Background: an optimization exercise with open tools, aiming at small area. Do not read the settings as production practice.
Function was checked by simulation only, so behaviour that the tests miss may differ from the original.
Power figures rest on the tool's default switching activity, not on a simulated workload.

## the reference run
// top_master
module top_master(
    input sys_clk,
    input sys_rst,
    input btn_up,
    input btn_dwn,
    input btn_start,
    input pizza,
    input potato,
    input [5:0] load_minutes,
    input [5:0] load_seconds,
    input temp_SDA_in,
    output [7:0] AN,
    output [6:0] display,
    output DP,
    output [15:0] LED,
    output start,
    output idle,
    output temp_SDA_out,
    output temp_SDA_oe,
    output temp_SCL,
    output buzzer
);
    wire [7:0] lc;
    wire t_1hz, t_400, e_29, e_59, e_05, t_2hz;
    mw_timebase tb(.clk(sys_clk), .rst(sys_rst), .lc(lc), .t_1hz(t_1hz), .t_400(t_400),
                   .e_29(e_29), .e_59(e_59), .e_05(e_05), .t_2hz(t_2hz));
    wire up_p, dn_p, st_p;
    mw_button bu(.clk(sys_clk), .rst(sys_rst), .noisy(btn_up),    .p_edge(up_p));
    mw_button bd(.clk(sys_clk), .rst(sys_rst), .noisy(btn_dwn),   .p_edge(dn_p));
    mw_button bs(.clk(sys_clk), .rst(sys_rst), .noisy(btn_start), .p_edge(st_p));
    wire s, timerEnd;
    wire [1:0] mode;
    mw_ctrl ctrl(.clk(sys_clk), .rst(sys_rst), .up_p(up_p), .dn_p(dn_p), .st_p(st_p),
                 .timerEnd(timerEnd), .s(s), .mode(mode));
    assign start = s;
    assign idle = ~s;
    wire [5:0] minutes, seconds;
    mw_timer tmr(.clk(sys_clk), .rst(sys_rst), .tick(t_1hz), .s(s), .pizza(pizza), .potato(potato),
                 .load_minutes(load_minutes), .load_seconds(load_seconds),
                 .minutes(minutes), .seconds(seconds), .timerEnd(timerEnd));
    mw_buzzer bz(.clk(sys_clk), .rst(sys_rst), .tick(t_2hz), .en(timerEnd), .buzzer(buzzer));
    mw_led led(.clk(sys_clk), .rst(sys_rst), .lc(lc[7:5]), .mode(mode), .s(s), .LED(LED));
    wire [3:0] tq, tr;
    mw_i2c i2c(.clk(sys_clk), .rst(sys_rst), .e_29(e_29), .e_59(e_59), .e_05(e_05),
               .sda_in(temp_SDA_in), .sda_out(temp_SDA_out), .sda_oe(temp_SDA_oe), .scl(temp_SCL),
               .tq(tq), .tr(tr));
    mw_display disp(.clk(sys_clk), .rst(sys_rst), .tick(t_400), .minutes(minutes), .seconds(seconds),
                    .tq(tq), .tr(tr), .mode(mode), .AN(AN), .display(display));
    assign DP = 1'b1;
endmodule
Settings: LEC_CHECK=0, CAP_MARGIN=20, CORE_MARGIN=2, CORE_UTILIZATION=40, SLEW_MARGIN=20; clock period 10.0 ns.
standard.sh (not shown) runs the stock make flow with config.mk's settings and CLKGATE_MAP_FILE= SYNTH_SCRIPT=/design/flow/synth_recipe.tcl, a recipe that flattens the netlist after the stock synthesis.
==> flow/flow/run.sh <==
#!/bin/bash
# Own layout flow: the standard flow (standard.sh) with
#  - combinational mapping by an area-oriented ABC script (flow/area.script) and no
#    adder extraction; registers are mapped exactly as in the standard synthesis;
#  - the smallest buffer cell for the port buffers.
set -euo pipefail
W=$(pwd)
cat > "$W/own_synth.tcl" <<EOT
proc abc {args} {
  set i [lsearch -exact \$args -script]
  if {\$i >= 0} { set args [lreplace \$args \$i [expr {\$i+1}]] }
  yosys abc -script $W/flow/area.script {*}\$args
}
source $W/synth_recipe.tcl
EOT
export BUFFER_PORTS_ARGS="-buffer_cell sky130_fd_sc_hd__buf_1"
export CTS_ARGS="-sink_clustering_enable -repair_clock_nets -buf_list sky130_fd_sc_hd__clkbuf_16 -sink_clustering_size 50 -dont_use_dummy_load"
bash "$W/standard.sh" SYNTH_SCRIPT="$W/own_synth.tcl" ADDER_MAP_FILE= finish > "$W/flow_make.log" 2>&1
==> flow/flow/area.script <==
&get -n
&st
&dch
&nf -R 1000
&put
topo
The reference run did not stop at any stage, and its layout met the timing, design-rule and antenna checks.
Input changes introduced in the trial run (baseline for comparison: the reference run):
diff --git a/flow/flow/run.sh b/flow/flow/run.sh
--- a/flow/flow/run.sh
+++ b/flow/flow/run.sh
@@ -17 +17 @@
-export CTS_ARGS="-sink_clustering_enable -repair_clock_nets -buf_list sky130_fd_sc_hd__clkbuf_16 -sink_clustering_size 50 -dont_use_dummy_load"
+export CTS_ARGS="-sink_clustering_enable -repair_clock_nets -buf_list sky130_fd_sc_hd__clkbuf_8 -sink_clustering_size 35 -sink_clustering_max_diameter 300 -dont_use_dummy_load"
==> flow/flow/area.script <==
strash
ifraig
dc2
dch -f
amap
topo
Results
Relative to the reference run, the power consumption of the trial run is lower by 0.090 mW.
Taking the trial run over the reference run, the wire length of the first global-routing pass ratio works out to 1.06.
Changes observed in the trial run relative to the reference run: worst-path maximum fanout lower, horizontal die dimension lower.

## port drivers added, routing unchanged
Ports are ideal in the flow. The routed layouts listed here were re-timed in OpenROAD.
Step 1 assumes that a clkbuf_16 drives the clock port and a buf_2 every other input.
Step 2 times the ports against the registers' clock, not the clock port: input delays grow and output delays shrink by t, the midpoint of the rising clock arrivals with the driver on.
a / b / c = no drivers / after step 1 / after step 2; a / b = the first two.
| run | t (ns) | setup slack, ns | worst slew at a driven data input, ns |
|---|---|---|---|
| the reference run | 0.366 | 3.159 / 3.122 / 3.488 | 0.05 |
| the trial run | 0.383 | 3.591 / 3.557 / 3.940 | 0.04 |
After both steps setup and hold are still met in every run listed.
